From an optimization exercise on the open Yosys and OpenROAD flow, aimed at small area and a short achievable clock period; shortcuts taken in it are not production practice.
No run shown here included a check of the RTL's function; only the layout flow was run.
Power and IR drop assume default switching activity.

==> flow/design.v (outline; a module is shown in full before it is edited, if it fits) <==
// module Adder32Bit: 5 lines
// module SignExtender: 8 lines
// module fullAdder: 6 lines
// module halfAdder: 6 lines
// module boothSel: 5 lines
// module boothSel0: 5 lines
// module alu_stage: 663 lines
module alu_stage(clk, a, b, imm, alu_src, alu_ctl, result, zero);
  // ...
==> flow/flow/run.sh <==
#!/bin/bash
# Layout flow: the standard flow (the standard.sh), except that
#  - the arithmetic primitive modules (full/half adders, Booth selectors) are
#    synthesized as the library cells given in flow/cells.v (the rest of the
#    design goes through the standard synthesis unchanged), each module kept
#    whole until the final flatten;
#  - ports are buffered with buf_4 cells;
#  - flip-flops driving many pins are upsized before the placement repair.
set -euo pipefail
python3 flow/map.py design.v flow/cells.v design_mapped.v > map.log 2>&1
bash standard.sh VERILOG_FILES="$PWD/design_mapped.v" \
  BUFFER_PORTS_ARGS="-buffer_cell sky130_fd_sc_hd__buf_4" \
  PRE_RESIZE_TCL="$PWD/flow/pre_resize.tcl" finish > standard.log 2>&1
==> flow/flow/cells.v <==
// Cell-level bodies for the design's arithmetic primitive modules. map.py puts
// these in place of the RTL bodies of the modules of the same names.
module fullAdder(cin, x, y, cout, s);
	input cin, x, y;
	output cout, s;
	sky130_fd_sc_hd__fa_1 c(.A(x), .B(y), .CIN(cin), .COUT(cout), .SUM(s));
endmodule
module halfAdder(x, y, cout, s);
	input x, y;
	output cout, s;
	sky130_fd_sc_hd__ha_1 c(.A(x), .B(y), .COUT(cout), .SUM(s));
endmodule
module boothSel(onen, twon, inv, an1, an0, pp);
	input onen, twon, inv, an1, an0;
	output pp;
	wire n;
	sky130_fd_sc_hd__o22ai_1 c0(.A1(onen), .A2(an1), .B1(twon), .B2(an0), .Y(n));
	sky130_fd_sc_hd__xor2_1 c1(.A(n), .B(inv), .X(pp));
endmodule
module boothSel0(onen, inv, an1, pp);
	input onen, inv, an1;
	output pp;
	wire n;
	sky130_fd_sc_hd__nor2_1 c0(.A(onen), .B(an1), .Y(n));
	sky130_fd_sc_hd__xor2_1 c1(.A(n), .B(inv), .X(pp));
endmodule
==> flow/flow/map.py <==
#!/usr/bin/env python3
"""map.py DESIGN CELLS OUT: copy DESIGN to OUT with the body of every module
that CELLS also defines replaced by CELLS's cell-level body."""
import re, sys
design, cells, out = sys.argv[1:4]
mod = re.compile(r'^\s*module\s+(\w+).*?^\s*endmodule\b', re.S | re.M)
repl = {m.group(1): m.group(0) for m in mod.finditer(open(cells).read())}
done = set()
def sub(m):
    name = m.group(1)
    if name in repl:
        done.add(name)
        return repl[name]
    return m.group(0)
text = mod.sub(sub, open(design).read())
missing = set(repl) - done
if missing:
    sys.exit(f"map.py: modules not found in {design}: {sorted(missing)}")
open(out, 'w').write(text)
==> flow/flow/pre_resize.tcl <==
# Before the placement repair: flip-flops whose output drives many pins get
# the library's strongest version of their own cell type.
set n 0
foreach inst [get_cells *] {
  set ref [get_property $inst ref_name]
  if {$ref ne "sky130_fd_sc_hd__dfxtp_1"} { continue }
  set q [get_pins -of_objects $inst -filter "direction == output"]
  set net [get_nets -of_objects $q]
  set fo [llength [get_pins -of_objects $net -filter "direction == input"]]
  if {$fo >= 8} {
    replace_cell $inst sky130_fd_sc_hd__dfxtp_4
    incr n
  }
}
puts "pre_resize: $n flip-flops upsized"
==> flow/standard.sh <==
#!/bin/bash
# synth_recipe.tcl (not shown) runs the flow's synth.tcl, then flattens the netlist and writes it again
# the make line also repeats each setting of config.mk as NAME=value (left out here)
make -C /OpenROAD-flow-scripts/flow DESIGN_CONFIG=/design/flow/config.mk WORK_HOME=/design/flow/orfs CLKGATE_MAP_FILE= SYNTH_SCRIPT=/design/flow/synth_recipe.tcl "${@:-finish}"
==> flow/config.mk <==
export PLATFORM = sky130hd
export DESIGN_NAME = alu_stage
export DESIGN_NICKNAME = alu_stage
export VERILOG_FILES = /design/flow/design.v
export SDC_FILE = /design/flow/constraint.sdc
export NUM_CORES = 4
export LEC_CHECK = 0
export ABC_AREA = 1
export CAP_MARGIN = 20
export CORE_MARGIN = 2
export CORE_UTILIZATION = 40
export SLEW_MARGIN = 70
export SYNTH_HIERARCHICAL = 1
export SYNTH_MINIMUM_KEEP_SIZE = 0
==> flow/constraint.sdc <==
create_clock -name core_clock -period 15.0 [get_ports {clk}]
set_input_delay 3.0000 -clock core_clock [delete_from_list [all_inputs] [get_ports {clk}]]
set_output_delay 3.0000 -clock core_clock [all_outputs]
set_load 0.01 [all_outputs]
==> key figures, run 1 <==
Power
  – Comb group: 1.76 mW
  – Pwr dens: between 100 and 150 nW/µm²
  – Top Consumer: combinational logic
  – Leak pwr: roughly 10 nW
  – Sw power: around 1.3 mW

STA
  – Slew Limit Fails: 0
  – # setup viols final: 0
  – Final hold vios: 0
  – Hold Slack: 0.829 ns
  – RSZ-0062 raised after global routing: false

Clock network
  – CTS root buffer: clkbuf_16
  – Clock transition at the registers of the reported paths: roughly 0.06 ns
  – CTS buffer count: 17
  – H-Tree Depth: 4

Final layout
  – Biggest Area Class: multi-input gates
  – Num sequential: 158
  – Data buffer area share: between 6 and 7%
  – Layout area overhead: 14.7%
  – Sequential share of cell area: between 10% and 20%
  – Layout clock area frac: slightly below 3%

Critical path
  – R2r setup slk: approximately 10 ns
  – Critical-path top delay cell: fa_1
  – Worst reg2reg path startpoint: twon_q[0]
  – CP peak stage delay: between 0.5 and 0.6 ns

Drt
  – Vias: around 15000
  – Violation count after the first detailed-route iteration: roughly 1600
  – Top Metal Used: met4

Placement
  – Pre-CTS WS: 10.11 ns
  – Dpl hpwl: roughly 40000 µm

Die
  – I/O pin count: ~110
  – N_taps: 532
  – Core area: roughly 41000 µm²
  – Die Y: about 210 µm

Synth
  – Largest area contributor in the netlist: fa_1
  – Mapped Area: between 15000 and 20000 µm²
  – Distinct cell type count after synthesis: 42
  – Synth top area share: 27.3%
  – Ys Warns: 7

GRT
  – GRT Total Usage: ~26%
  – Initial antenna violation count: 0

Flow run
  – Max-Cap Viols: 0

Run status
  – Status: finished clean
==> module alu_stage, before the edit <==
module alu_stage(clk, a, b, imm, alu_src, alu_ctl, result, zero);
	input clk;
	input [31:0] a, b;
	input [9:0] imm;
	input alu_src;
	input [2:0] alu_ctl;
	output [31:0] result;
	output zero;
	wire [31:0] se = {{22{imm[9]}}, imm};
	wire is_add = alu_ctl == 3'b000;
	wire is_sub = alu_ctl == 3'b001;
	wire is_neg = alu_ctl == 3'b010;
	wire is_mul = alu_ctl == 3'b011;
	wire is_and = alu_ctl == 3'b100;
	wire is_or  = alu_ctl == 3'b101;
	wire is_xor = alu_ctl == 3'b110;
	wire is_not = alu_ctl == 3'b111;
	wire [31:0] u = (alu_src & (is_add | is_sub)) ? se : b;
	wire p1 = is_add | is_or, q1 = is_and, r1 = is_xor;
	wire p0 = is_sub, q0 = is_or | is_xor;
	wire [31:0] cr = (u & ({32{p1}} | ({32{q1}} & a) | ({32{r1}} & ~a))) |
		(~u & ({32{p0}} | ({32{q0}} & a)));
	wire [15:0] one, two, inv;
	wire [32:0] bx = {b, 1'b0};
	wire k0 = is_mul ? bx[2] : (is_neg | is_sub);
	genvar i;
	generate
		for (i = 0; i < 16; i = i + 1) begin : enc
			wire b0 = bx[2*i], b1 = bx[2*i+1], b2 = bx[2*i+2];
			if (i == 0) begin : d0
				assign one[i] = is_mul ? (b1 ^ b0) : (is_add | is_sub | is_neg | is_not);
				assign two[i] = is_mul & ((b2 & ~b1 & ~b0) | (~b2 & b1 & b0));
				assign inv[i] = is_mul ? b2 : (is_neg | is_not);
			end else begin : dn
				assign one[i] = is_mul & (b1 ^ b0);
				assign two[i] = is_mul & ((b2 & ~b1 & ~b0) | (~b2 & b1 & b0));
				assign inv[i] = is_mul & b2;
			end
		end
	endgenerate
	reg [31:0] an_q, cr_q;
	reg [15:0] onen_q, twon_q, inv_q;
	reg k0_q;
	always@(posedge clk) begin
		an_q <= ~a;
		cr_q <= cr;
		onen_q <= ~one;
		twon_q <= ~two;
		inv_q <= inv;
		k0_q <= k0;
	end
	wire [31:0] pp0;
	boothSel0 bs0_0(onen_q[0], inv_q[0], an_q[0], pp0[0]);
	boothSel bs0_1(onen_q[0], twon_q[0], inv_q[0], an_q[1], an_q[0], pp0[1]);
	boothSel bs0_2(onen_q[0], twon_q[0], inv_q[0], an_q[2], an_q[1], pp0[2]);
	boothSel bs0_3(onen_q[0], twon_q[0], inv_q[0], an_q[3], an_q[2], pp0[3]);
	boothSel bs0_4(onen_q[0], twon_q[0], inv_q[0], an_q[4], an_q[3], pp0[4]);
	boothSel bs0_5(onen_q[0], twon_q[0], inv_q[0], an_q[5], an_q[4], pp0[5]);
	boothSel bs0_6(onen_q[0], twon_q[0], inv_q[0], an_q[6], an_q[5], pp0[6]);
	boothSel bs0_7(onen_q[0], twon_q[0], inv_q[0], an_q[7], an_q[6], pp0[7]);
	boothSel bs0_8(onen_q[0], twon_q[0], inv_q[0], an_q[8], an_q[7], pp0[8]);
	boothSel bs0_9(onen_q[0], twon_q[0], inv_q[0], an_q[9], an_q[8], pp0[9]);
	boothSel bs0_10(onen_q[0], twon_q[0], inv_q[0], an_q[10], an_q[9], pp0[10]);
	boothSel bs0_11(onen_q[0], twon_q[0], inv_q[0], an_q[11], an_q[10], pp0[11]);
	boothSel bs0_12(onen_q[0], twon_q[0], inv_q[0], an_q[12], an_q[11], pp0[12]);
	boothSel bs0_13(onen_q[0], twon_q[0], inv_q[0], an_q[13], an_q[12], pp0[13]);
	boothSel bs0_14(onen_q[0], twon_q[0], inv_q[0], an_q[14], an_q[13], pp0[14]);
	boothSel bs0_15(onen_q[0], twon_q[0], inv_q[0], an_q[15], an_q[14], pp0[15]);
	boothSel bs0_16(onen_q[0], twon_q[0], inv_q[0], an_q[16], an_q[15], pp0[16]);
	boothSel bs0_17(onen_q[0], twon_q[0], inv_q[0], an_q[17], an_q[16], pp0[17]);
	boothSel bs0_18(onen_q[0], twon_q[0], inv_q[0], an_q[18], an_q[17], pp0[18]);
	boothSel bs0_19(onen_q[0], twon_q[0], inv_q[0], an_q[19], an_q[18], pp0[19]);
	boothSel bs0_20(onen_q[0], twon_q[0], inv_q[0], an_q[20], an_q[19], pp0[20]);
	boothSel bs0_21(onen_q[0], twon_q[0], inv_q[0], an_q[21], an_q[20], pp0[21]);
	boothSel bs0_22(onen_q[0], twon_q[0], inv_q[0], an_q[22], an_q[21], pp0[22]);
	boothSel bs0_23(onen_q[0], twon_q[0], inv_q[0], an_q[23], an_q[22], pp0[23]);
	boothSel bs0_24(onen_q[0], twon_q[0], inv_q[0], an_q[24], an_q[23], pp0[24]);
	boothSel bs0_25(onen_q[0], twon_q[0], inv_q[0], an_q[25], an_q[24], pp0[25]);
	boothSel bs0_26(onen_q[0], twon_q[0], inv_q[0], an_q[26], an_q[25], pp0[26]);
	boothSel bs0_27(onen_q[0], twon_q[0], inv_q[0], an_q[27], an_q[26], pp0[27]);
	boothSel bs0_28(onen_q[0], twon_q[0], inv_q[0], an_q[28], an_q[27], pp0[28]);
	boothSel bs0_29(onen_q[0], twon_q[0], inv_q[0], an_q[29], an_q[28], pp0[29]);
	boothSel bs0_30(onen_q[0], twon_q[0], inv_q[0], an_q[30], an_q[29], pp0[30]);
	boothSel bs0_31(onen_q[0], twon_q[0], inv_q[0], an_q[31], an_q[30], pp0[31]);
	wire [29:0] pp1;
	boothSel0 bs1_0(onen_q[1], inv_q[1], an_q[0], pp1[0]);
	boothSel bs1_1(onen_q[1], twon_q[1], inv_q[1], an_q[1], an_q[0], pp1[1]);
	boothSel bs1_2(onen_q[1], twon_q[1], inv_q[1], an_q[2], an_q[1], pp1[2]);
	boothSel bs1_3(onen_q[1], twon_q[1], inv_q[1], an_q[3], an_q[2], pp1[3]);
	boothSel bs1_4(onen_q[1], twon_q[1], inv_q[1], an_q[4], an_q[3], pp1[4]);
	boothSel bs1_5(onen_q[1], twon_q[1], inv_q[1], an_q[5], an_q[4], pp1[5]);
	boothSel bs1_6(onen_q[1], twon_q[1], inv_q[1], an_q[6], an_q[5], pp1[6]);
	boothSel bs1_7(onen_q[1], twon_q[1], inv_q[1], an_q[7], an_q[6], pp1[7]);
	boothSel bs1_8(onen_q[1], twon_q[1], inv_q[1], an_q[8], an_q[7], pp1[8]);
	boothSel bs1_9(onen_q[1], twon_q[1], inv_q[1], an_q[9], an_q[8], pp1[9]);
	boothSel bs1_10(onen_q[1], twon_q[1], inv_q[1], an_q[10], an_q[9], pp1[10]);
	boothSel bs1_11(onen_q[1], twon_q[1], inv_q[1], an_q[11], an_q[10], pp1[11]);
	boothSel bs1_12(onen_q[1], twon_q[1], inv_q[1], an_q[12], an_q[11], pp1[12]);
	boothSel bs1_13(onen_q[1], twon_q[1], inv_q[1], an_q[13], an_q[12], pp1[13]);
	boothSel bs1_14(onen_q[1], twon_q[1], inv_q[1], an_q[14], an_q[13], pp1[14]);
	boothSel bs1_15(onen_q[1], twon_q[1], inv_q[1], an_q[15], an_q[14], pp1[15]);
	boothSel bs1_16(onen_q[1], twon_q[1], inv_q[1], an_q[16], an_q[15], pp1[16]);
	boothSel bs1_17(onen_q[1], twon_q[1], inv_q[1], an_q[17], an_q[16], pp1[17]);
	boothSel bs1_18(onen_q[1], twon_q[1], inv_q[1], an_q[18], an_q[17], pp1[18]);
	boothSel bs1_19(onen_q[1], twon_q[1], inv_q[1], an_q[19], an_q[18], pp1[19]);
	boothSel bs1_20(onen_q[1], twon_q[1], inv_q[1], an_q[20], an_q[19], pp1[20]);
	boothSel bs1_21(onen_q[1], twon_q[1], inv_q[1], an_q[21], an_q[20], pp1[21]);
	boothSel bs1_22(onen_q[1], twon_q[1], inv_q[1], an_q[22], an_q[21], pp1[22]);
	boothSel bs1_23(onen_q[1], twon_q[1], inv_q[1], an_q[23], an_q[22], pp1[23]);
	boothSel bs1_24(onen_q[1], twon_q[1], inv_q[1], an_q[24], an_q[23], pp1[24]);
	boothSel bs1_25(onen_q[1], twon_q[1], inv_q[1], an_q[25], an_q[24], pp1[25]);
	boothSel bs1_26(onen_q[1], twon_q[1], inv_q[1], an_q[26], an_q[25], pp1[26]);
	boothSel bs1_27(onen_q[1], twon_q[1], inv_q[1], an_q[27], an_q[26], pp1[27]);
	boothSel bs1_28(onen_q[1], twon_q[1], inv_q[1], an_q[28], an_q[27], pp1[28]);
	boothSel bs1_29(onen_q[1], twon_q[1], inv_q[1], an_q[29], an_q[28], pp1[29]);
	wire [27:0] pp2;
	boothSel0 bs2_0(onen_q[2], inv_q[2], an_q[0], pp2[0]);
	boothSel bs2_1(onen_q[2], twon_q[2], inv_q[2], an_q[1], an_q[0], pp2[1]);
	boothSel bs2_2(onen_q[2], twon_q[2], inv_q[2], an_q[2], an_q[1], pp2[2]);
	boothSel bs2_3(onen_q[2], twon_q[2], inv_q[2], an_q[3], an_q[2], pp2[3]);
	boothSel bs2_4(onen_q[2], twon_q[2], inv_q[2], an_q[4], an_q[3], pp2[4]);
	boothSel bs2_5(onen_q[2], twon_q[2], inv_q[2], an_q[5], an_q[4], pp2[5]);
	boothSel bs2_6(onen_q[2], twon_q[2], inv_q[2], an_q[6], an_q[5], pp2[6]);
	boothSel bs2_7(onen_q[2], twon_q[2], inv_q[2], an_q[7], an_q[6], pp2[7]);
	boothSel bs2_8(onen_q[2], twon_q[2], inv_q[2], an_q[8], an_q[7], pp2[8]);
	boothSel bs2_9(onen_q[2], twon_q[2], inv_q[2], an_q[9], an_q[8], pp2[9]);
	boothSel bs2_10(onen_q[2], twon_q[2], inv_q[2], an_q[10], an_q[9], pp2[10]);
	boothSel bs2_11(onen_q[2], twon_q[2], inv_q[2], an_q[11], an_q[10], pp2[11]);
	boothSel bs2_12(onen_q[2], twon_q[2], inv_q[2], an_q[12], an_q[11], pp2[12]);
	boothSel bs2_13(onen_q[2], twon_q[2], inv_q[2], an_q[13], an_q[12], pp2[13]);
	boothSel bs2_14(onen_q[2], twon_q[2], inv_q[2], an_q[14], an_q[13], pp2[14]);
	boothSel bs2_15(onen_q[2], twon_q[2], inv_q[2], an_q[15], an_q[14], pp2[15]);
	boothSel bs2_16(onen_q[2], twon_q[2], inv_q[2], an_q[16], an_q[15], pp2[16]);
	boothSel bs2_17(onen_q[2], twon_q[2], inv_q[2], an_q[17], an_q[16], pp2[17]);
	boothSel bs2_18(onen_q[2], twon_q[2], inv_q[2], an_q[18], an_q[17], pp2[18]);
	boothSel bs2_19(onen_q[2], twon_q[2], inv_q[2], an_q[19], an_q[18], pp2[19]);
	boothSel bs2_20(onen_q[2], twon_q[2], inv_q[2], an_q[20], an_q[19], pp2[20]);
	boothSel bs2_21(onen_q[2], twon_q[2], inv_q[2], an_q[21], an_q[20], pp2[21]);
	boothSel bs2_22(onen_q[2], twon_q[2], inv_q[2], an_q[22], an_q[21], pp2[22]);
	boothSel bs2_23(onen_q[2], twon_q[2], inv_q[2], an_q[23], an_q[22], pp2[23]);
	boothSel bs2_24(onen_q[2], twon_q[2], inv_q[2], an_q[24], an_q[23], pp2[24]);
	boothSel bs2_25(onen_q[2], twon_q[2], inv_q[2], an_q[25], an_q[24], pp2[25]);
	boothSel bs2_26(onen_q[2], twon_q[2], inv_q[2], an_q[26], an_q[25], pp2[26]);
	boothSel bs2_27(onen_q[2], twon_q[2], inv_q[2], an_q[27], an_q[26], pp2[27]);
	wire [25:0] pp3;
	boothSel0 bs3_0(onen_q[3], inv_q[3], an_q[0], pp3[0]);
	boothSel bs3_1(onen_q[3], twon_q[3], inv_q[3], an_q[1], an_q[0], pp3[1]);
	boothSel bs3_2(onen_q[3], twon_q[3], inv_q[3], an_q[2], an_q[1], pp3[2]);
	boothSel bs3_3(onen_q[3], twon_q[3], inv_q[3], an_q[3], an_q[2], pp3[3]);
	boothSel bs3_4(onen_q[3], twon_q[3], inv_q[3], an_q[4], an_q[3], pp3[4]);
	boothSel bs3_5(onen_q[3], twon_q[3], inv_q[3], an_q[5], an_q[4], pp3[5]);
	boothSel bs3_6(onen_q[3], twon_q[3], inv_q[3], an_q[6], an_q[5], pp3[6]);
	boothSel bs3_7(onen_q[3], twon_q[3], inv_q[3], an_q[7], an_q[6], pp3[7]);
	boothSel bs3_8(onen_q[3], twon_q[3], inv_q[3], an_q[8], an_q[7], pp3[8]);
	boothSel bs3_9(onen_q[3], twon_q[3], inv_q[3], an_q[9], an_q[8], pp3[9]);
	boothSel bs3_10(onen_q[3], twon_q[3], inv_q[3], an_q[10], an_q[9], pp3[10]);
	boothSel bs3_11(onen_q[3], twon_q[3], inv_q[3], an_q[11], an_q[10], pp3[11]);
	boothSel bs3_12(onen_q[3], twon_q[3], inv_q[3], an_q[12], an_q[11], pp3[12]);
	boothSel bs3_13(onen_q[3], twon_q[3], inv_q[3], an_q[13], an_q[12], pp3[13]);
	boothSel bs3_14(onen_q[3], twon_q[3], inv_q[3], an_q[14], an_q[13], pp3[14]);
	boothSel bs3_15(onen_q[3], twon_q[3], inv_q[3], an_q[15], an_q[14], pp3[15]);
	boothSel bs3_16(onen_q[3], twon_q[3], inv_q[3], an_q[16], an_q[15], pp3[16]);
	boothSel bs3_17(onen_q[3], twon_q[3], inv_q[3], an_q[17], an_q[16], pp3[17]);
	boothSel bs3_18(onen_q[3], twon_q[3], inv_q[3], an_q[18], an_q[17], pp3[18]);
	boothSel bs3_19(onen_q[3], twon_q[3], inv_q[3], an_q[19], an_q[18], pp3[19]);
	boothSel bs3_20(onen_q[3], twon_q[3], inv_q[3], an_q[20], an_q[19], pp3[20]);
	boothSel bs3_21(onen_q[3], twon_q[3], inv_q[3], an_q[21], an_q[20], pp3[21]);
	boothSel bs3_22(onen_q[3], twon_q[3], inv_q[3], an_q[22], an_q[21], pp3[22]);
	boothSel bs3_23(onen_q[3], twon_q[3], inv_q[3], an_q[23], an_q[22], pp3[23]);
	boothSel bs3_24(onen_q[3], twon_q[3], inv_q[3], an_q[24], an_q[23], pp3[24]);
	boothSel bs3_25(onen_q[3], twon_q[3], inv_q[3], an_q[25], an_q[24], pp3[25]);
	wire [23:0] pp4;
	boothSel0 bs4_0(onen_q[4], inv_q[4], an_q[0], pp4[0]);
	boothSel bs4_1(onen_q[4], twon_q[4], inv_q[4], an_q[1], an_q[0], pp4[1]);
	boothSel bs4_2(onen_q[4], twon_q[4], inv_q[4], an_q[2], an_q[1], pp4[2]);
	boothSel bs4_3(onen_q[4], twon_q[4], inv_q[4], an_q[3], an_q[2], pp4[3]);
	boothSel bs4_4(onen_q[4], twon_q[4], inv_q[4], an_q[4], an_q[3], pp4[4]);
	boothSel bs4_5(onen_q[4], twon_q[4], inv_q[4], an_q[5], an_q[4], pp4[5]);
	boothSel bs4_6(onen_q[4], twon_q[4], inv_q[4], an_q[6], an_q[5], pp4[6]);
	boothSel bs4_7(onen_q[4], twon_q[4], inv_q[4], an_q[7], an_q[6], pp4[7]);
	boothSel bs4_8(onen_q[4], twon_q[4], inv_q[4], an_q[8], an_q[7], pp4[8]);
	boothSel bs4_9(onen_q[4], twon_q[4], inv_q[4], an_q[9], an_q[8], pp4[9]);
	boothSel bs4_10(onen_q[4], twon_q[4], inv_q[4], an_q[10], an_q[9], pp4[10]);
	boothSel bs4_11(onen_q[4], twon_q[4], inv_q[4], an_q[11], an_q[10], pp4[11]);
	boothSel bs4_12(onen_q[4], twon_q[4], inv_q[4], an_q[12], an_q[11], pp4[12]);
	boothSel bs4_13(onen_q[4], twon_q[4], inv_q[4], an_q[13], an_q[12], pp4[13]);
	boothSel bs4_14(onen_q[4], twon_q[4], inv_q[4], an_q[14], an_q[13], pp4[14]);
	boothSel bs4_15(onen_q[4], twon_q[4], inv_q[4], an_q[15], an_q[14], pp4[15]);
	boothSel bs4_16(onen_q[4], twon_q[4], inv_q[4], an_q[16], an_q[15], pp4[16]);
	boothSel bs4_17(onen_q[4], twon_q[4], inv_q[4], an_q[17], an_q[16], pp4[17]);
	boothSel bs4_18(onen_q[4], twon_q[4], inv_q[4], an_q[18], an_q[17], pp4[18]);
	boothSel bs4_19(onen_q[4], twon_q[4], inv_q[4], an_q[19], an_q[18], pp4[19]);
	boothSel bs4_20(onen_q[4], twon_q[4], inv_q[4], an_q[20], an_q[19], pp4[20]);
	boothSel bs4_21(onen_q[4], twon_q[4], inv_q[4], an_q[21], an_q[20], pp4[21]);
	boothSel bs4_22(onen_q[4], twon_q[4], inv_q[4], an_q[22], an_q[21], pp4[22]);
	boothSel bs4_23(onen_q[4], twon_q[4], inv_q[4], an_q[23], an_q[22], pp4[23]);
	wire [21:0] pp5;
	boothSel0 bs5_0(onen_q[5], inv_q[5], an_q[0], pp5[0]);
	boothSel bs5_1(onen_q[5], twon_q[5], inv_q[5], an_q[1], an_q[0], pp5[1]);
	boothSel bs5_2(onen_q[5], twon_q[5], inv_q[5], an_q[2], an_q[1], pp5[2]);
	boothSel bs5_3(onen_q[5], twon_q[5], inv_q[5], an_q[3], an_q[2], pp5[3]);
	boothSel bs5_4(onen_q[5], twon_q[5], inv_q[5], an_q[4], an_q[3], pp5[4]);
	boothSel bs5_5(onen_q[5], twon_q[5], inv_q[5], an_q[5], an_q[4], pp5[5]);
	boothSel bs5_6(onen_q[5], twon_q[5], inv_q[5], an_q[6], an_q[5], pp5[6]);
	boothSel bs5_7(onen_q[5], twon_q[5], inv_q[5], an_q[7], an_q[6], pp5[7]);
	boothSel bs5_8(onen_q[5], twon_q[5], inv_q[5], an_q[8], an_q[7], pp5[8]);
	boothSel bs5_9(onen_q[5], twon_q[5], inv_q[5], an_q[9], an_q[8], pp5[9]);
	boothSel bs5_10(onen_q[5], twon_q[5], inv_q[5], an_q[10], an_q[9], pp5[10]);
	boothSel bs5_11(onen_q[5], twon_q[5], inv_q[5], an_q[11], an_q[10], pp5[11]);
	boothSel bs5_12(onen_q[5], twon_q[5], inv_q[5], an_q[12], an_q[11], pp5[12]);
	boothSel bs5_13(onen_q[5], twon_q[5], inv_q[5], an_q[13], an_q[12], pp5[13]);
	boothSel bs5_14(onen_q[5], twon_q[5], inv_q[5], an_q[14], an_q[13], pp5[14]);
	boothSel bs5_15(onen_q[5], twon_q[5], inv_q[5], an_q[15], an_q[14], pp5[15]);
	boothSel bs5_16(onen_q[5], twon_q[5], inv_q[5], an_q[16], an_q[15], pp5[16]);
	boothSel bs5_17(onen_q[5], twon_q[5], inv_q[5], an_q[17], an_q[16], pp5[17]);
	boothSel bs5_18(onen_q[5], twon_q[5], inv_q[5], an_q[18], an_q[17], pp5[18]);
	boothSel bs5_19(onen_q[5], twon_q[5], inv_q[5], an_q[19], an_q[18], pp5[19]);
	boothSel bs5_20(onen_q[5], twon_q[5], inv_q[5], an_q[20], an_q[19], pp5[20]);
	boothSel bs5_21(onen_q[5], twon_q[5], inv_q[5], an_q[21], an_q[20], pp5[21]);
	wire [19:0] pp6;
	boothSel0 bs6_0(onen_q[6], inv_q[6], an_q[0], pp6[0]);
	boothSel bs6_1(onen_q[6], twon_q[6], inv_q[6], an_q[1], an_q[0], pp6[1]);
	boothSel bs6_2(onen_q[6], twon_q[6], inv_q[6], an_q[2], an_q[1], pp6[2]);
	boothSel bs6_3(onen_q[6], twon_q[6], inv_q[6], an_q[3], an_q[2], pp6[3]);
	boothSel bs6_4(onen_q[6], twon_q[6], inv_q[6], an_q[4], an_q[3], pp6[4]);
	boothSel bs6_5(onen_q[6], twon_q[6], inv_q[6], an_q[5], an_q[4], pp6[5]);
	boothSel bs6_6(onen_q[6], twon_q[6], inv_q[6], an_q[6], an_q[5], pp6[6]);
	boothSel bs6_7(onen_q[6], twon_q[6], inv_q[6], an_q[7], an_q[6], pp6[7]);
	boothSel bs6_8(onen_q[6], twon_q[6], inv_q[6], an_q[8], an_q[7], pp6[8]);
	boothSel bs6_9(onen_q[6], twon_q[6], inv_q[6], an_q[9], an_q[8], pp6[9]);
	boothSel bs6_10(onen_q[6], twon_q[6], inv_q[6], an_q[10], an_q[9], pp6[10]);
	boothSel bs6_11(onen_q[6], twon_q[6], inv_q[6], an_q[11], an_q[10], pp6[11]);
	boothSel bs6_12(onen_q[6], twon_q[6], inv_q[6], an_q[12], an_q[11], pp6[12]);
	boothSel bs6_13(onen_q[6], twon_q[6], inv_q[6], an_q[13], an_q[12], pp6[13]);
	boothSel bs6_14(onen_q[6], twon_q[6], inv_q[6], an_q[14], an_q[13], pp6[14]);
	boothSel bs6_15(onen_q[6], twon_q[6], inv_q[6], an_q[15], an_q[14], pp6[15]);
	boothSel bs6_16(onen_q[6], twon_q[6], inv_q[6], an_q[16], an_q[15], pp6[16]);
	boothSel bs6_17(onen_q[6], twon_q[6], inv_q[6], an_q[17], an_q[16], pp6[17]);
	boothSel bs6_18(onen_q[6], twon_q[6], inv_q[6], an_q[18], an_q[17], pp6[18]);
	boothSel bs6_19(onen_q[6], twon_q[6], inv_q[6], an_q[19], an_q[18], pp6[19]);
	wire [17:0] pp7;
	boothSel0 bs7_0(onen_q[7], inv_q[7], an_q[0], pp7[0]);
	boothSel bs7_1(onen_q[7], twon_q[7], inv_q[7], an_q[1], an_q[0], pp7[1]);
	boothSel bs7_2(onen_q[7], twon_q[7], inv_q[7], an_q[2], an_q[1], pp7[2]);
	boothSel bs7_3(onen_q[7], twon_q[7], inv_q[7], an_q[3], an_q[2], pp7[3]);
	boothSel bs7_4(onen_q[7], twon_q[7], inv_q[7], an_q[4], an_q[3], pp7[4]);
	boothSel bs7_5(onen_q[7], twon_q[7], inv_q[7], an_q[5], an_q[4], pp7[5]);
	boothSel bs7_6(onen_q[7], twon_q[7], inv_q[7], an_q[6], an_q[5], pp7[6]);
	boothSel bs7_7(onen_q[7], twon_q[7], inv_q[7], an_q[7], an_q[6], pp7[7]);
	boothSel bs7_8(onen_q[7], twon_q[7], inv_q[7], an_q[8], an_q[7], pp7[8]);
	boothSel bs7_9(onen_q[7], twon_q[7], inv_q[7], an_q[9], an_q[8], pp7[9]);
	boothSel bs7_10(onen_q[7], twon_q[7], inv_q[7], an_q[10], an_q[9], pp7[10]);
	boothSel bs7_11(onen_q[7], twon_q[7], inv_q[7], an_q[11], an_q[10], pp7[11]);
	boothSel bs7_12(onen_q[7], twon_q[7], inv_q[7], an_q[12], an_q[11], pp7[12]);
	boothSel bs7_13(onen_q[7], twon_q[7], inv_q[7], an_q[13], an_q[12], pp7[13]);
	boothSel bs7_14(onen_q[7], twon_q[7], inv_q[7], an_q[14], an_q[13], pp7[14]);
	boothSel bs7_15(onen_q[7], twon_q[7], inv_q[7], an_q[15], an_q[14], pp7[15]);
	boothSel bs7_16(onen_q[7], twon_q[7], inv_q[7], an_q[16], an_q[15], pp7[16]);
	boothSel bs7_17(onen_q[7], twon_q[7], inv_q[7], an_q[17], an_q[16], pp7[17]);
	wire [15:0] pp8;
	boothSel0 bs8_0(onen_q[8], inv_q[8], an_q[0], pp8[0]);
	boothSel bs8_1(onen_q[8], twon_q[8], inv_q[8], an_q[1], an_q[0], pp8[1]);
	boothSel bs8_2(onen_q[8], twon_q[8], inv_q[8], an_q[2], an_q[1], pp8[2]);
	boothSel bs8_3(onen_q[8], twon_q[8], inv_q[8], an_q[3], an_q[2], pp8[3]);
	boothSel bs8_4(onen_q[8], twon_q[8], inv_q[8], an_q[4], an_q[3], pp8[4]);
	boothSel bs8_5(onen_q[8], twon_q[8], inv_q[8], an_q[5], an_q[4], pp8[5]);
	boothSel bs8_6(onen_q[8], twon_q[8], inv_q[8], an_q[6], an_q[5], pp8[6]);
	boothSel bs8_7(onen_q[8], twon_q[8], inv_q[8], an_q[7], an_q[6], pp8[7]);
	boothSel bs8_8(onen_q[8], twon_q[8], inv_q[8], an_q[8], an_q[7], pp8[8]);
	boothSel bs8_9(onen_q[8], twon_q[8], inv_q[8], an_q[9], an_q[8], pp8[9]);
	boothSel bs8_10(onen_q[8], twon_q[8], inv_q[8], an_q[10], an_q[9], pp8[10]);
	boothSel bs8_11(onen_q[8], twon_q[8], inv_q[8], an_q[11], an_q[10], pp8[11]);
	boothSel bs8_12(onen_q[8], twon_q[8], inv_q[8], an_q[12], an_q[11], pp8[12]);
	boothSel bs8_13(onen_q[8], twon_q[8], inv_q[8], an_q[13], an_q[12], pp8[13]);
	boothSel bs8_14(onen_q[8], twon_q[8], inv_q[8], an_q[14], an_q[13], pp8[14]);
	boothSel bs8_15(onen_q[8], twon_q[8], inv_q[8], an_q[15], an_q[14], pp8[15]);
	wire [13:0] pp9;
	boothSel0 bs9_0(onen_q[9], inv_q[9], an_q[0], pp9[0]);
	boothSel bs9_1(onen_q[9], twon_q[9], inv_q[9], an_q[1], an_q[0], pp9[1]);
	boothSel bs9_2(onen_q[9], twon_q[9], inv_q[9], an_q[2], an_q[1], pp9[2]);
	boothSel bs9_3(onen_q[9], twon_q[9], inv_q[9], an_q[3], an_q[2], pp9[3]);
	boothSel bs9_4(onen_q[9], twon_q[9], inv_q[9], an_q[4], an_q[3], pp9[4]);
	boothSel bs9_5(onen_q[9], twon_q[9], inv_q[9], an_q[5], an_q[4], pp9[5]);
	boothSel bs9_6(onen_q[9], twon_q[9], inv_q[9], an_q[6], an_q[5], pp9[6]);
	boothSel bs9_7(onen_q[9], twon_q[9], inv_q[9], an_q[7], an_q[6], pp9[7]);
	boothSel bs9_8(onen_q[9], twon_q[9], inv_q[9], an_q[8], an_q[7], pp9[8]);
	boothSel bs9_9(onen_q[9], twon_q[9], inv_q[9], an_q[9], an_q[8], pp9[9]);
	boothSel bs9_10(onen_q[9], twon_q[9], inv_q[9], an_q[10], an_q[9], pp9[10]);
	boothSel bs9_11(onen_q[9], twon_q[9], inv_q[9], an_q[11], an_q[10], pp9[11]);
	boothSel bs9_12(onen_q[9], twon_q[9], inv_q[9], an_q[12], an_q[11], pp9[12]);
	boothSel bs9_13(onen_q[9], twon_q[9], inv_q[9], an_q[13], an_q[12], pp9[13]);
	wire [11:0] pp10;
	boothSel0 bs10_0(onen_q[10], inv_q[10], an_q[0], pp10[0]);
	boothSel bs10_1(onen_q[10], twon_q[10], inv_q[10], an_q[1], an_q[0], pp10[1]);
	boothSel bs10_2(onen_q[10], twon_q[10], inv_q[10], an_q[2], an_q[1], pp10[2]);
	boothSel bs10_3(onen_q[10], twon_q[10], inv_q[10], an_q[3], an_q[2], pp10[3]);
	boothSel bs10_4(onen_q[10], twon_q[10], inv_q[10], an_q[4], an_q[3], pp10[4]);
	boothSel bs10_5(onen_q[10], twon_q[10], inv_q[10], an_q[5], an_q[4], pp10[5]);
	boothSel bs10_6(onen_q[10], twon_q[10], inv_q[10], an_q[6], an_q[5], pp10[6]);
	boothSel bs10_7(onen_q[10], twon_q[10], inv_q[10], an_q[7], an_q[6], pp10[7]);
	boothSel bs10_8(onen_q[10], twon_q[10], inv_q[10], an_q[8], an_q[7], pp10[8]);
	boothSel bs10_9(onen_q[10], twon_q[10], inv_q[10], an_q[9], an_q[8], pp10[9]);
	boothSel bs10_10(onen_q[10], twon_q[10], inv_q[10], an_q[10], an_q[9], pp10[10]);
	boothSel bs10_11(onen_q[10], twon_q[10], inv_q[10], an_q[11], an_q[10], pp10[11]);
	wire [9:0] pp11;
	boothSel0 bs11_0(onen_q[11], inv_q[11], an_q[0], pp11[0]);
	boothSel bs11_1(onen_q[11], twon_q[11], inv_q[11], an_q[1], an_q[0], pp11[1]);
	boothSel bs11_2(onen_q[11], twon_q[11], inv_q[11], an_q[2], an_q[1], pp11[2]);
	boothSel bs11_3(onen_q[11], twon_q[11], inv_q[11], an_q[3], an_q[2], pp11[3]);
	boothSel bs11_4(onen_q[11], twon_q[11], inv_q[11], an_q[4], an_q[3], pp11[4]);
	boothSel bs11_5(onen_q[11], twon_q[11], inv_q[11], an_q[5], an_q[4], pp11[5]);
	boothSel bs11_6(onen_q[11], twon_q[11], inv_q[11], an_q[6], an_q[5], pp11[6]);
	boothSel bs11_7(onen_q[11], twon_q[11], inv_q[11], an_q[7], an_q[6], pp11[7]);
	boothSel bs11_8(onen_q[11], twon_q[11], inv_q[11], an_q[8], an_q[7], pp11[8]);
	boothSel bs11_9(onen_q[11], twon_q[11], inv_q[11], an_q[9], an_q[8], pp11[9]);
	wire [7:0] pp12;
	boothSel0 bs12_0(onen_q[12], inv_q[12], an_q[0], pp12[0]);
	boothSel bs12_1(onen_q[12], twon_q[12], inv_q[12], an_q[1], an_q[0], pp12[1]);
	boothSel bs12_2(onen_q[12], twon_q[12], inv_q[12], an_q[2], an_q[1], pp12[2]);
	boothSel bs12_3(onen_q[12], twon_q[12], inv_q[12], an_q[3], an_q[2], pp12[3]);
	boothSel bs12_4(onen_q[12], twon_q[12], inv_q[12], an_q[4], an_q[3], pp12[4]);
	boothSel bs12_5(onen_q[12], twon_q[12], inv_q[12], an_q[5], an_q[4], pp12[5]);
	boothSel bs12_6(onen_q[12], twon_q[12], inv_q[12], an_q[6], an_q[5], pp12[6]);
	boothSel bs12_7(onen_q[12], twon_q[12], inv_q[12], an_q[7], an_q[6], pp12[7]);
	wire [5:0] pp13;
	boothSel0 bs13_0(onen_q[13], inv_q[13], an_q[0], pp13[0]);
	boothSel bs13_1(onen_q[13], twon_q[13], inv_q[13], an_q[1], an_q[0], pp13[1]);
	boothSel bs13_2(onen_q[13], twon_q[13], inv_q[13], an_q[2], an_q[1], pp13[2]);
	boothSel bs13_3(onen_q[13], twon_q[13], inv_q[13], an_q[3], an_q[2], pp13[3]);
	boothSel bs13_4(onen_q[13], twon_q[13], inv_q[13], an_q[4], an_q[3], pp13[4]);
	boothSel bs13_5(onen_q[13], twon_q[13], inv_q[13], an_q[5], an_q[4], pp13[5]);
	wire [3:0] pp14;
	boothSel0 bs14_0(onen_q[14], inv_q[14], an_q[0], pp14[0]);
	boothSel bs14_1(onen_q[14], twon_q[14], inv_q[14], an_q[1], an_q[0], pp14[1]);
	boothSel bs14_2(onen_q[14], twon_q[14], inv_q[14], an_q[2], an_q[1], pp14[2]);
	boothSel bs14_3(onen_q[14], twon_q[14], inv_q[14], an_q[3], an_q[2], pp14[3]);
	wire [1:0] pp15;
	boothSel0 bs15_0(onen_q[15], inv_q[15], an_q[0], pp15[0]);
	boothSel bs15_1(onen_q[15], twon_q[15], inv_q[15], an_q[1], an_q[0], pp15[1]);
	wire s0, t0, s1, t1, s2, t2, s3, t3, s4, t4, s5, t5, s6, t6, s7, t7;
	wire s8, t8, s9, t9, s10, t10, s11, t11, s12, t12, s13, t13, s14, t14, s15, t15;
	wire s16, t16, s17, t17, s18, t18, s19, t19, s20, t20, s21, t21, s22, t22, s23, t23;
	wire s24, t24, s25, s26, s27, s28, s29, s30, t30, s31, t31, s32, t32, s33, t33, s34;
	wire t34, s35, t35, s36, t36, s37, t37, s38, t38, s39, t39, s40, t40, s41, t41, s42;
	wire t42, s43, t43, s44, t44, s45, t45, s46, t46, s47, t47, s48, t48, s49, t49, s50;
	wire t50, s51, t51, s52, t52, s53, t53, s54, t54, s55, t55, s56, t56, s57, t57, s58;
	wire t58, s59, t59, s60, t60, s61, t61, s62, t62, s63, t63, s64, t64, s65, t65, s66;
	wire t66, s67, t67, s68, t68, s69, t69, s70, t70, s71, t71, s72, t72, s73, t73, s74;
	wire t74, s75, t75, s76, t76, s77, t77, s78, t78, s79, t79, s80, t80, s81, t81, s82;
	wire t82, s83, t83, s84, t84, s85, t85, s86, s87, s88, s89, s90, t90, s91, t91, s92;
	wire t92, s93, t93, s94, t94, s95, t95, s96, t96, s97, t97, s98, t98, s99, t99, s100;
	wire t100, s101, t101, s102, t102, s103, t103, s104, t104, s105, t105, s106, t106, s107, t107, s108;
	wire t108, s109, t109, s110, t110, s111, t111, s112, t112, s113, t113, s114, t114, s115, t115, s116;
	wire t116, s117, t117, s118, t118, s119, t119, s120, t120, s121, t121, s122, t122, s123, t123, s124;
	wire t124, s125, t125, s126, t126, s127, t127, s128, t128, s129, t129, s130, t130, s131, t131, s132;
	wire t132, s133, t133, s134, t134, s135, t135, s136, t136, s137, t137, s138, t138, s139, t139, s140;
	wire t140, s141, t141, s142, t142, s143, t143, s144, t144, s145, t145, s146, t146, s147, t147, s148;
	wire t148, s149, t149, s150, t150, s151, t151, s152, t152, s153, s154, s155, s156, t156, s157, t157;
	wire s158, t158, s159, t159, s160, t160, s161, t161, s162, t162, s163, t163, s164, t164, s165, t165;
	wire s166, t166, s167, t167, s168, t168, s169, t169, s170, t170, s171, t171, s172, t172, s173, t173;
	wire s174, t174, s175, t175, s176, t176, s177, t177, s178, t178, s179, t179, s180, t180, s181, t181;
	wire s182, t182, s183, t183, s184, t184, s185, t185, s186, t186, s187, t187, s188, t188, s189, t189;
	wire s190, t190, s191, t191, s192, t192, s193, t193, s194, t194, s195, t195, s196, t196, s197, t197;
	wire s198, t198, s199, t199, s200, t200, s201, t201, s202, t202, s203, t203, s204, t204, s205, t205;
	wire s206, t206, s207, t207, s208, s209, s210, t210, s211, t211, s212, t212, s213, t213, s214, t214;
	wire s215, t215, s216, t216, s217, t217, s218, t218, s219, t219, s220, t220, s221, t221, s222, t222;
	wire s223, t223, s224, t224, s225, t225, s226, t226, s227, t227, s228, t228, s229, t229, s230, t230;
	wire s231, t231, s232, t232, s233, t233, s234, t234, s235, t235, s236, t236, s237, t237, s238, t238;
	wire s239, s240, t240, s241, t241, s242, t242, s243, t243, s244, t244, s245, t245, s246, t246, s247;
	wire t247, s248, t248, s249, t249, s250, t250, s251, t251, s252, t252, s253, t253, s254, t254, s255;
	wire t255, s256, t256, s257, t257, s258, t258, s259, t259, s260, t260, s261, t261, s262, t262, s263;
	wire t263, s264, t264, s265, t265, s266, t266, s267, t267, s268, t268, s269, t269, s270, t270, s271;
	halfAdder ha0(inv_q[11], cr_q[22], t0, s0);
	halfAdder ha1(cr_q[23], pp0[23], t1, s1);
	fullAdder fa2(pp0[24], inv_q[12], cr_q[24], t2, s2);
	halfAdder ha3(pp1[22], pp2[20], t3, s3);
	fullAdder fa4(pp1[23], cr_q[25], pp0[25], t4, s4);
	halfAdder ha5(pp2[21], pp3[19], t5, s5);
	fullAdder fa6(pp0[26], inv_q[13], cr_q[26], t6, s6);
	fullAdder fa7(pp3[20], pp1[24], pp2[22], t7, s7);
	halfAdder ha8(pp4[18], pp5[16], t8, s8);
	fullAdder fa9(pp1[25], cr_q[27], pp0[27], t9, s9);
	fullAdder fa10(pp4[19], pp2[23], pp3[21], t10, s10);
	halfAdder ha11(pp5[17], pp6[15], t11, s11);
	fullAdder fa12(pp0[28], inv_q[14], cr_q[28], t12, s12);
	fullAdder fa13(pp3[22], pp1[26], pp2[24], t13, s13);
	fullAdder fa14(pp6[16], pp4[20], pp5[18], t14, s14);
	halfAdder ha15(pp7[14], pp8[12], t15, s15);
	fullAdder fa16(pp1[27], cr_q[29], pp0[29], t16, s16);
	fullAdder fa17(pp4[21], pp2[25], pp3[23], t17, s17);
	fullAdder fa18(pp7[15], pp5[19], pp6[17], t18, s18);
	halfAdder ha19(pp8[13], pp9[11], t19, s19);
	fullAdder fa20(pp0[30], inv_q[15], cr_q[30], t20, s20);
	fullAdder fa21(pp3[24], pp1[28], pp2[26], t21, s21);
	fullAdder fa22(pp6[18], pp4[22], pp5[20], t22, s22);
	fullAdder fa23(pp9[12], pp7[16], pp8[14], t23, s23);
	halfAdder ha24(pp10[10], pp11[8], t24, s24);
	assign s25 = cr_q[31] ^ pp0[31] ^ pp1[29];
	assign s26 = pp2[27] ^ pp3[25] ^ pp4[23];
	assign s27 = pp5[21] ^ pp6[19] ^ pp7[17];
	assign s28 = pp8[15] ^ pp9[13] ^ pp10[11];
	assign s29 = pp11[9] ^ pp12[7];
	halfAdder ha30(inv_q[7], cr_q[14], t30, s30);
	halfAdder ha31(cr_q[15], pp0[15], t31, s31);
	fullAdder fa32(pp0[16], inv_q[8], cr_q[16], t32, s32);
	halfAdder ha33(pp1[14], pp2[12], t33, s33);
	fullAdder fa34(pp1[15], cr_q[17], pp0[17], t34, s34);
	halfAdder ha35(pp2[13], pp3[11], t35, s35);
	fullAdder fa36(pp0[18], inv_q[9], cr_q[18], t36, s36);
	fullAdder fa37(pp3[12], pp1[16], pp2[14], t37, s37);
	halfAdder ha38(pp4[10], pp5[8], t38, s38);
	fullAdder fa39(pp1[17], cr_q[19], pp0[19], t39, s39);
	fullAdder fa40(pp4[11], pp2[15], pp3[13], t40, s40);
	halfAdder ha41(pp5[9], pp6[7], t41, s41);
	fullAdder fa42(pp0[20], inv_q[10], cr_q[20], t42, s42);
	fullAdder fa43(pp3[14], pp1[18], pp2[16], t43, s43);
	fullAdder fa44(pp6[8], pp4[12], pp5[10], t44, s44);
	halfAdder ha45(pp7[6], pp8[4], t45, s45);
	fullAdder fa46(pp1[19], cr_q[21], pp0[21], t46, s46);
	fullAdder fa47(pp4[13], pp2[17], pp3[15], t47, s47);
	fullAdder fa48(pp7[7], pp5[11], pp6[9], t48, s48);
	halfAdder ha49(pp8[5], pp9[3], t49, s49);
	fullAdder fa50(pp1[20], s0, pp0[22], t50, s50);
	fullAdder fa51(pp4[14], pp2[18], pp3[16], t51, s51);
	fullAdder fa52(pp7[8], pp5[12], pp6[10], t52, s52);
	fullAdder fa53(pp10[2], pp8[6], pp9[4], t53, s53);
	fullAdder fa54(pp2[19], t0, pp1[21], t54, s54);
	fullAdder fa55(pp5[13], pp3[17], pp4[15], t55, s55);
	fullAdder fa56(pp8[7], pp6[11], pp7[9], t56, s56);
	fullAdder fa57(pp11[1], pp9[5], pp10[3], t57, s57);
	fullAdder fa58(pp5[14], pp3[18], pp4[16], t58, s58);
	fullAdder fa59(pp8[8], pp6[12], pp7[10], t59, s59);
	fullAdder fa60(pp11[2], pp9[6], pp10[4], t60, s60);
	fullAdder fa61(s2, pp12[0], t1, t61, s61);
	fullAdder fa62(pp6[13], pp4[17], pp5[15], t62, s62);
	fullAdder fa63(pp9[7], pp7[11], pp8[9], t63, s63);
	fullAdder fa64(pp12[1], pp10[5], pp11[3], t64, s64);
	fullAdder fa65(s4, t2, t3, t65, s65);
	fullAdder fa66(pp8[10], pp6[14], pp7[12], t66, s66);
	fullAdder fa67(pp11[4], pp9[8], pp10[6], t67, s67);
	fullAdder fa68(t4, pp12[2], pp13[0], t68, s68);
	fullAdder fa69(s7, t5, s6, t69, s69);
	fullAdder fa70(pp9[9], pp7[13], pp8[11], t70, s70);
	fullAdder fa71(pp12[3], pp10[7], pp11[5], t71, s71);
	fullAdder fa72(t7, pp13[1], t6, t72, s72);
	fullAdder fa73(s10, t8, s9, t73, s73);
	fullAdder fa74(pp11[6], pp9[10], pp10[8], t74, s74);
	fullAdder fa75(pp14[0], pp12[4], pp13[2], t75, s75);
	fullAdder fa76(t11, t9, t10, t76, s76);
	fullAdder fa77(s14, s12, s13, t77, s77);
	fullAdder fa78(pp12[5], pp10[9], pp11[7], t78, s78);
	fullAdder fa79(t12, pp13[3], pp14[1], t79, s79);
	fullAdder fa80(t15, t13, t14, t80, s80);
	fullAdder fa81(s18, s16, s17, t81, s81);
	fullAdder fa82(pp14[2], pp12[6], pp13[4], t82, s82);
	fullAdder fa83(t17, pp15[0], t16, t83, s83);
	fullAdder fa84(s20, t18, t19, t84, s84);
	fullAdder fa85(s23, s21, s22, t85, s85);
	assign s86 = pp13[5] ^ pp14[3] ^ pp15[1];
	assign s87 = t20 ^ t21 ^ t22;
	assign s88 = t23 ^ t24 ^ s25;
	assign s89 = s26 ^ s27 ^ s28;
	halfAdder ha90(inv_q[4], cr_q[8], t90, s90);
	halfAdder ha91(cr_q[9], pp0[9], t91, s91);
	fullAdder fa92(pp0[10], inv_q[5], cr_q[10], t92, s92);
	halfAdder ha93(pp1[8], pp2[6], t93, s93);
	fullAdder fa94(pp1[9], cr_q[11], pp0[11], t94, s94);
	halfAdder ha95(pp2[7], pp3[5], t95, s95);
	fullAdder fa96(pp0[12], inv_q[6], cr_q[12], t96, s96);
	fullAdder fa97(pp3[6], pp1[10], pp2[8], t97, s97);
	halfAdder ha98(pp4[4], pp5[2], t98, s98);
	fullAdder fa99(pp1[11], cr_q[13], pp0[13], t99, s99);
	fullAdder fa100(pp4[5], pp2[9], pp3[7], t100, s100);
	halfAdder ha101(pp5[3], pp6[1], t101, s101);
	fullAdder fa102(pp1[12], s30, pp0[14], t102, s102);
	fullAdder fa103(pp4[6], pp2[10], pp3[8], t103, s103);
	fullAdder fa104(pp7[0], pp5[4], pp6[2], t104, s104);
	fullAdder fa105(pp2[11], t30, pp1[13], t105, s105);
	fullAdder fa106(pp5[5], pp3[9], pp4[7], t106, s106);
	fullAdder fa107(s31, pp6[3], pp7[1], t107, s107);
	fullAdder fa108(pp5[6], pp3[10], pp4[8], t108, s108);
	fullAdder fa109(pp8[0], pp6[4], pp7[2], t109, s109);
	fullAdder fa110(s33, t31, s32, t110, s110);
	fullAdder fa111(pp6[5], pp4[9], pp5[7], t111, s111);
	fullAdder fa112(t32, pp7[3], pp8[1], t112, s112);
	fullAdder fa113(s35, t33, s34, t113, s113);
	fullAdder fa114(pp8[2], pp6[6], pp7[4], t114, s114);
	fullAdder fa115(t35, pp9[0], t34, t115, s115);
	fullAdder fa116(s38, s36, s37, t116, s116);
	fullAdder fa117(pp9[1], pp7[5], pp8[3], t117, s117);
	fullAdder fa118(t38, t36, t37, t118, s118);
	fullAdder fa119(s41, s39, s40, t119, s119);
	fullAdder fa120(t39, pp9[2], pp10[0], t120, s120);
	fullAdder fa121(s42, t40, t41, t121, s121);
	fullAdder fa122(s45, s43, s44, t122, s122);
	fullAdder fa123(t43, pp10[1], t42, t123, s123);
	fullAdder fa124(s46, t44, t45, t124, s124);
	fullAdder fa125(s49, s47, s48, t125, s125);
	fullAdder fa126(t47, pp11[0], t46, t126, s126);
	fullAdder fa127(s50, t48, t49, t127, s127);
	fullAdder fa128(s53, s51, s52, t128, s128);
	fullAdder fa129(t52, t50, t51, t129, s129);
	fullAdder fa130(s55, t53, s54, t130, s130);
	fullAdder fa131(s1, s56, s57, t131, s131);
	fullAdder fa132(t56, t54, t55, t132, s132);
	fullAdder fa133(s59, t57, s58, t133, s133);
	fullAdder fa134(s61, s60, s3, t134, s134);
	fullAdder fa135(t60, t58, t59, t135, s135);
	fullAdder fa136(s64, s62, s63, t136, s136);
	fullAdder fa137(s65, s5, t61, t137, s137);
	fullAdder fa138(t64, t62, t63, t138, s138);
	fullAdder fa139(s8, s66, s67, t139, s139);
	fullAdder fa140(s69, s68, t65, t140, s140);
	fullAdder fa141(s70, t66, t67, t141, s141);
	fullAdder fa142(t68, s71, s11, t142, s142);
	fullAdder fa143(s73, s72, t69, t143, s143);
	fullAdder fa144(s74, t70, t71, t144, s144);
	fullAdder fa145(t72, s75, s15, t145, s145);
	fullAdder fa146(s77, s76, t73, t146, s146);
	fullAdder fa147(s78, t74, t75, t147, s147);
	fullAdder fa148(s79, s19, t76, t148, s148);
	fullAdder fa149(s81, s80, t77, t149, s149);
	fullAdder fa150(s24, t78, s82, t150, s150);
	fullAdder fa151(s83, t79, t80, t151, s151);
	fullAdder fa152(s85, t81, s84, t152, s152);
	assign s153 = t82 ^ s86 ^ s29;
	assign s154 = t83 ^ s87 ^ t84;
	assign s155 = t85 ^ s88 ^ s89;
	halfAdder ha156(inv_q[2], cr_q[4], t156, s156);
	halfAdder ha157(cr_q[5], pp0[5], t157, s157);
	fullAdder fa158(pp0[6], inv_q[3], cr_q[6], t158, s158);
	halfAdder ha159(pp1[4], pp2[2], t159, s159);
	fullAdder fa160(pp1[5], cr_q[7], pp0[7], t160, s160);
	halfAdder ha161(pp2[3], pp3[1], t161, s161);
	fullAdder fa162(pp1[6], s90, pp0[8], t162, s162);
	fullAdder fa163(pp4[0], pp2[4], pp3[2], t163, s163);
	fullAdder fa164(pp2[5], t90, pp1[7], t164, s164);
	fullAdder fa165(s91, pp3[3], pp4[1], t165, s165);
	fullAdder fa166(pp5[0], pp3[4], pp4[2], t166, s166);
	fullAdder fa167(s93, t91, s92, t167, s167);
	fullAdder fa168(t92, pp4[3], pp5[1], t168, s168);
	fullAdder fa169(s95, t93, s94, t169, s169);
	fullAdder fa170(t95, pp6[0], t94, t170, s170);
	fullAdder fa171(s98, s96, s97, t171, s171);
	fullAdder fa172(t98, t96, t97, t172, s172);
	fullAdder fa173(s101, s99, s100, t173, s173);
	fullAdder fa174(t101, t99, t100, t174, s174);
	fullAdder fa175(s104, s102, s103, t175, s175);
	fullAdder fa176(t104, t102, t103, t176, s176);
	fullAdder fa177(s107, s105, s106, t177, s177);
	fullAdder fa178(s108, t105, t106, t178, s178);
	fullAdder fa179(s110, s109, t107, t179, s179);
	fullAdder fa180(s111, t108, t109, t180, s180);
	fullAdder fa181(s113, s112, t110, t181, s181);
	fullAdder fa182(t112, t111, s114, t182, s182);
	fullAdder fa183(s116, s115, t113, t183, s183);
	fullAdder fa184(t115, t114, s117, t184, s184);
	fullAdder fa185(s119, s118, t116, t185, s185);
	fullAdder fa186(s120, t117, t118, t186, s186);
	fullAdder fa187(s122, t119, s121, t187, s187);
	fullAdder fa188(t121, t120, s123, t188, s188);
	fullAdder fa189(s125, t122, s124, t189, s189);
	fullAdder fa190(t124, t123, s126, t190, s190);
	fullAdder fa191(s128, t125, s127, t191, s191);
	fullAdder fa192(t127, t126, s129, t192, s192);
	fullAdder fa193(s131, t128, s130, t193, s193);
	fullAdder fa194(t130, t129, s132, t194, s194);
	fullAdder fa195(s134, t131, s133, t195, s195);
	fullAdder fa196(t133, t132, s135, t196, s196);
	fullAdder fa197(s137, s136, t134, t197, s197);
	fullAdder fa198(t136, t135, s138, t198, s198);
	fullAdder fa199(s140, s139, t137, t199, s199);
	fullAdder fa200(s141, t138, t139, t200, s200);
	fullAdder fa201(s143, s142, t140, t201, s201);
	fullAdder fa202(t142, t141, s144, t202, s202);
	fullAdder fa203(s146, s145, t143, t203, s203);
	fullAdder fa204(t145, t144, s147, t204, s204);
	fullAdder fa205(s149, t146, s148, t205, s205);
	fullAdder fa206(t148, t147, s150, t206, s206);
	fullAdder fa207(s152, t149, s151, t207, s207);
	assign s208 = t150 ^ s153 ^ t151;
	assign s209 = t152 ^ s154 ^ s155;
	halfAdder ha210(inv_q[1], cr_q[2], t210, s210);
	halfAdder ha211(cr_q[3], pp0[3], t211, s211);
	fullAdder fa212(pp1[2], s156, pp0[4], t212, s212);
	fullAdder fa213(pp2[1], t156, pp1[3], t213, s213);
	fullAdder fa214(s158, pp3[0], t157, t214, s214);
	fullAdder fa215(s160, t158, t159, t215, s215);
	fullAdder fa216(s162, t160, t161, t216, s216);
	fullAdder fa217(s164, t162, t163, t217, s217);
	fullAdder fa218(t165, t164, s166, t218, s218);
	fullAdder fa219(t167, t166, s168, t219, s219);
	fullAdder fa220(t169, t168, s170, t220, s220);
	fullAdder fa221(t171, t170, s172, t221, s221);
	fullAdder fa222(t173, t172, s174, t222, s222);
	fullAdder fa223(t175, t174, s176, t223, s223);
	fullAdder fa224(t177, t176, s178, t224, s224);
	fullAdder fa225(t179, t178, s180, t225, s225);
	fullAdder fa226(t181, t180, s182, t226, s226);
	fullAdder fa227(t183, t182, s184, t227, s227);
	fullAdder fa228(s186, t184, t185, t228, s228);
	fullAdder fa229(s188, t186, t187, t229, s229);
	fullAdder fa230(s190, t188, t189, t230, s230);
	fullAdder fa231(s192, t190, t191, t231, s231);
	fullAdder fa232(s194, t192, t193, t232, s232);
	fullAdder fa233(t195, t194, s196, t233, s233);
	fullAdder fa234(t197, t196, s198, t234, s234);
	fullAdder fa235(t199, t198, s200, t235, s235);
	fullAdder fa236(t201, t200, s202, t236, s236);
	fullAdder fa237(t203, t202, s204, t237, s237);
	fullAdder fa238(t205, t204, s206, t238, s238);
	assign s239 = t206 ^ s208 ^ t207;
	halfAdder ha240(k0_q, cr_q[0], t240, s240);
	halfAdder ha241(cr_q[1], pp0[1], t241, s241);
	fullAdder fa242(pp1[0], s210, pp0[2], t242, s242);
	fullAdder fa243(s211, t210, pp1[1], t243, s243);
	fullAdder fa244(s212, pp2[0], t211, t244, s244);
	fullAdder fa245(s157, t212, s213, t245, s245);
	fullAdder fa246(s214, t213, s159, t246, s246);
	fullAdder fa247(s215, s161, t214, t247, s247);
	fullAdder fa248(s216, s163, t215, t248, s248);
	fullAdder fa249(s165, t216, s217, t249, s249);
	fullAdder fa250(s218, t217, s167, t250, s250);
	fullAdder fa251(s219, s169, t218, t251, s251);
	fullAdder fa252(s220, s171, t219, t252, s252);
	fullAdder fa253(s221, s173, t220, t253, s253);
	fullAdder fa254(s222, s175, t221, t254, s254);
	fullAdder fa255(s177, t222, s223, t255, s255);
	fullAdder fa256(s224, t223, s179, t256, s256);
	fullAdder fa257(s225, s181, t224, t257, s257);
	fullAdder fa258(s226, s183, t225, t258, s258);
	fullAdder fa259(s227, s185, t226, t259, s259);
	fullAdder fa260(s228, s187, t227, t260, s260);
	fullAdder fa261(s229, s189, t228, t261, s261);
	fullAdder fa262(s230, s191, t229, t262, s262);
	fullAdder fa263(s231, s193, t230, t263, s263);
	fullAdder fa264(s195, t231, s232, t264, s264);
	fullAdder fa265(s233, t232, s197, t265, s265);
	fullAdder fa266(s234, s199, t233, t266, s266);
	fullAdder fa267(s235, s201, t234, t267, s267);
	fullAdder fa268(s236, s203, t235, t268, s268);
	fullAdder fa269(s237, s205, t236, t269, s269);
	fullAdder fa270(s238, s207, t237, t270, s270);
	assign s271 = s209 ^ t238 ^ s239;
	wire [31:0] x = {t270, t269, t268, t267, t266, t265, t264, t263, t262, t261, t260, t259, t258, t257, t256, t255, t254, t253, t252, t251, t250, t249, t248, t247, t246, t245, t244, t243, t242, t241, t240, s240};
	wire [31:0] y = {s271, s270, s269, s268, s267, s266, s265, s264, s263, s262, s261, s260, s259, s258, s257, s256, s255, s254, s253, s252, s251, s250, s249, s248, s247, s246, s245, s244, s243, s242, s241, pp0[0]};
	wire [20:0] lo = x[19:0] + y[19:0];
	reg [19:0] lo_q;
	reg c_q;
	reg [11:0] xh_q, yh_q;
	always@(posedge clk) begin
		lo_q <= lo[19:0];
		c_q <= lo[20];
		xh_q <= x[31:20];
		yh_q <= y[31:20];
	end
	wire [12:0] hs = {xh_q, 1'b1} + {yh_q, c_q};
	wire [11:0] hi = hs[12:1];
	assign result = {hi, lo_q};
	wire [11:0] hx = xh_q ^ yh_q;
	wire [11:0] hc = {xh_q[10:0] | yh_q[10:0], c_q};
	assign zero = (lo_q == 20'b0) & (hx == hc);
endmodule
==> run 2: changes to the inputs <==
--- a/flow/design.v
+++ b/flow/design.v
@@ -679,20 +679,20 @@
 	assign s271 = s209 ^ t238 ^ s239;
 	wire [31:0] x = {t270, t269, t268, t267, t266, t265, t264, t263, t262, t261, t260, t259, t258, t257, t256, t255, t254, t253, t252, t251, t250, t249, t248, t247, t246, t245, t244, t243, t242, t241, t240, s240};
 	wire [31:0] y = {s271, s270, s269, s268, s267, s266, s265, s264, s263, s262, s261, s260, s259, s258, s257, s256, s255, s254, s253, s252, s251, s250, s249, s248, s247, s246, s245, s244, s243, s242, s241, pp0[0]};
-	wire [20:0] lo = x[19:0] + y[19:0];
-	reg [19:0] lo_q;
+	wire [24:0] lo = x[23:0] + y[23:0];
+	reg [23:0] lo_q;
 	reg c_q;
-	reg [11:0] xh_q, yh_q;
+	reg [7:0] xh_q, yh_q;
 	always@(posedge clk) begin
-		lo_q <= lo[19:0];
-		c_q <= lo[20];
-		xh_q <= x[31:20];
-		yh_q <= y[31:20];
+		lo_q <= lo[23:0];
+		c_q <= lo[24];
+		xh_q <= x[31:24];
+		yh_q <= y[31:24];
 	end
-	wire [12:0] hs = {xh_q, 1'b1} + {yh_q, c_q};
-	wire [11:0] hi = hs[12:1];
+	wire [8:0] hs = {xh_q, 1'b1} + {yh_q, c_q};
+	wire [7:0] hi = hs[8:1];
 	assign result = {hi, lo_q};
-	wire [11:0] hx = xh_q ^ yh_q;
-	wire [11:0] hc = {xh_q[10:0] | yh_q[10:0], c_q};
-	assign zero = (lo_q == 20'b0) & (hx == hc);
+	wire [7:0] hx = xh_q ^ yh_q;
+	wire [7:0] hc = {xh_q[6:0] | yh_q[6:0], c_q};
+	assign zero = (lo_q == 24'b0) & (hx == hc);
 endmodule
==> run 2 against run 1 <==
Against the previous run:
- still clean
- non-clock buffer count increased by 8
- routed wire length is 5.1% higher
- via count increased by 2.0%
- critical path depth down 2
- global-route usage rose by 1.6 points
- area after synthesis is 0.35% lower
- final cell count rose by 0.64%
- clock skew grew 0.00083 ns
- critical path type unchanged
- largest cell class unchanged
==> key figures, run 2 <==
Synth
  – Ys flop type: dfxtp_1
  – Synth top area share: 27.4% (+0.095 points)
  – Distinct cell type count after synthesis: 47 (+12%)
  – Mapped Area: 16600 µm² (-0.35%)
  – Post-synth EDFFs: 0
  – Largest area contributor in the netlist: fa_1
  – Ys Warns: 7 (unchanged)
  – Leading post-synthesis cells by cell area: fa_1 (27%), dfxtp_1 (19%), xor2_1 (16%)

Drt
  – Violation count after the first detailed-route iteration: 1244 (-23%)
  – Detailed-router iteration count before antenna repair: 5
  – Vias: 14839 (+2.0%)
  – Drt drc: 0

STA
  – Slew Limit Fails: 0 (unchanged)
  – # setup viols final: 0 (unchanged)
  – Final hold vios: 0 (unchanged)
  – Fmax: 196 MHz
  – Setup ws final: approximately 9.9 ns
  – RSZ-0062 raised after global routing: false
  – Hold Slack: 0.834 ns (+0.00565 ns)

Final layout
  – Layout area overhead: 15.0%
  – Post-Layout Cell Count: approximately 2500
  – Regs by FF count: an_q: 32 flops, cr_q: 32 flops, lo_q: 24 flops
  – Fillers: 3952

GRT
  – Initial antenna violation count: 0 (unchanged)
  – GRT Total Usage: 27.4% (+1.6 points)
  – First-pass GRT wire length: around 91000 µm

Clock network
  – CTS root buffer: clkbuf_16
  – Clk sinks: roughly 150
  – H-Tree Depth: 4 (unchanged)
  – Clock transition at the registers of the reported paths: 0.08 ns (+0.02 ns)
  – CTS buffer count: 17 (unchanged)
  – CTS resizes: 0

Power
  – Pwr dens: 156 nW/µm² (+8.0%)
  – Power, Total: between 2 and 3 mW
  – Leak pwr: 9.99 nW (about the same)

Critical path
  – R2r setup slk: 10.15 ns (-0.23 ns)
  – CP peak stage delay: 0.38 ns (-0.16 ns)
  – Critical-path top delay cell: ha_1
  – Startpoint Class: flop

Run status
  – Status: finished clean

Placement
  – Pre-CTS WS: 10.21 ns (+0.0997 ns)
  – DP Area: 18500 µm²
  – Dpl hpwl: 42000 µm (+5.9%)

Die
  – I/O pin count: 112 (unchanged)
  – Die Y: 208 µm (-0.17%)
  – Die area: between 40000 and 50000 µm²
  – Core area: 40900 µm² (unchanged)

Flow run
  – Max-Cap Viols: 0 (unchanged)

Min path
  – Worst hold path type: flop to flop
run 2: changes by cell type after synthesis, moves of 6 or more:
cell and change:
nand3_1 -6, nand2_1 +13, o21ai_0 -12, inv_1 -10, o21ai_1 +9, nor2_1 +13
run 2: path summary, 6_finish.rpt:
check,start,end,depth (start not counted)
hold / removal,cr_q[1],lo_q[1],2
setup reg to reg,onen_q[0],lo_q[21],14
setup / recovery,xh_q[3],result[28],7
hold reg to reg,cr_q[1],lo_q[1],2
run 2: cell families (layout without fill, tap and decap cells):
logic type	Yosys count	after routing	synth area share (%)
buffers and inverters	164	326	4.31
xor gates and xnor gates	315	315	16.6
adders and majority gates	296	296	32.6
AOI/OAI and AO/OA	480	480	17.1
and+or+nand+nor	421	421	10.8
DFF	154	154	18.6
run 2: power by group:
part / leakage (nW) / internal, mW / switching (mW)
registers: 1.29 / 0.509 / 0.0692
logic: 8.41 / 0.804 / 1.15
clock network: 0.283 / 0.238 / 0.208
run 2: cell type report:
cell class	instances	area, µm²	area share (%)
multi-input cells	1512	12800	67.1
flip-flops and latches	154	3180	16.7
inverters	133	517	2.71
clock buffers	20	447	2.34
clock inverters	12	131	0.689
well taps	532	666	3.49
repair buffers	161	1330	6.98
run 2: per-module statistics from Yosys (local to each module, per instance):
module / times used / flops+latches / cells inside / area [µm²]
alu_stage: 1 / 154 / 1030 / 7650
boothSel: 256 / 0 / 2 / 15.0
boothSel0: 16 / 0 / 2 / 12.5
fullAdder: 225 / 0 / 1 / 20.0
halfAdder: 31 / 0 / 1 / 12.5
run 2: per-layer routing:
metal,track usage (%),up-vias,routed length [µm]
li1,-,6640,-
met1,37.4,7166,24700
met2,42.7,870,26200
met3,5.14,163,5150
met4,11.3,0,2410
met5,0,-,0
run 2: worst reg2reg max path, cell delays in order, from the launching register on:
cell and delay, ns:
dfxtp_4 0.44, buf_4 0.29, o22ai_1 0.15, xor2_1 0.23
fa_1 0.49, fa_1 0.48, fa_1 0.46, fa_1 0.54
fa_1 0.42, ha_1 0.36, nand2_1 0.12, nor4_1 0.37
o21ai_0 0.21, nand4_1 0.13, nand2_1 0.05

-- static timing again, ports no longer ideal --
The results above use ideal ports. As a check the final layouts listed here were re-extracted and re-timed, cells and wires unchanged.
Step 1 assumes that a clkbuf_16 drives the clock port and a buf_2 every other input.
Step 2 times the ports against the registers' clock, not the clock port: input delays grow and output delays shrink by t, the midpoint of the rising clock arrivals with the driver on.
Slacks: no drivers / after step 1 / after step 2; pairs: no drivers / after step 1.
run | t (ns) | slack for setup (ns)
run 1 | 0.491 | 9.710 / 9.659 / 10.150
run 2 | 0.504 | 9.898 / 9.846 / 10.149
After both steps every run listed still meets setup and hold.
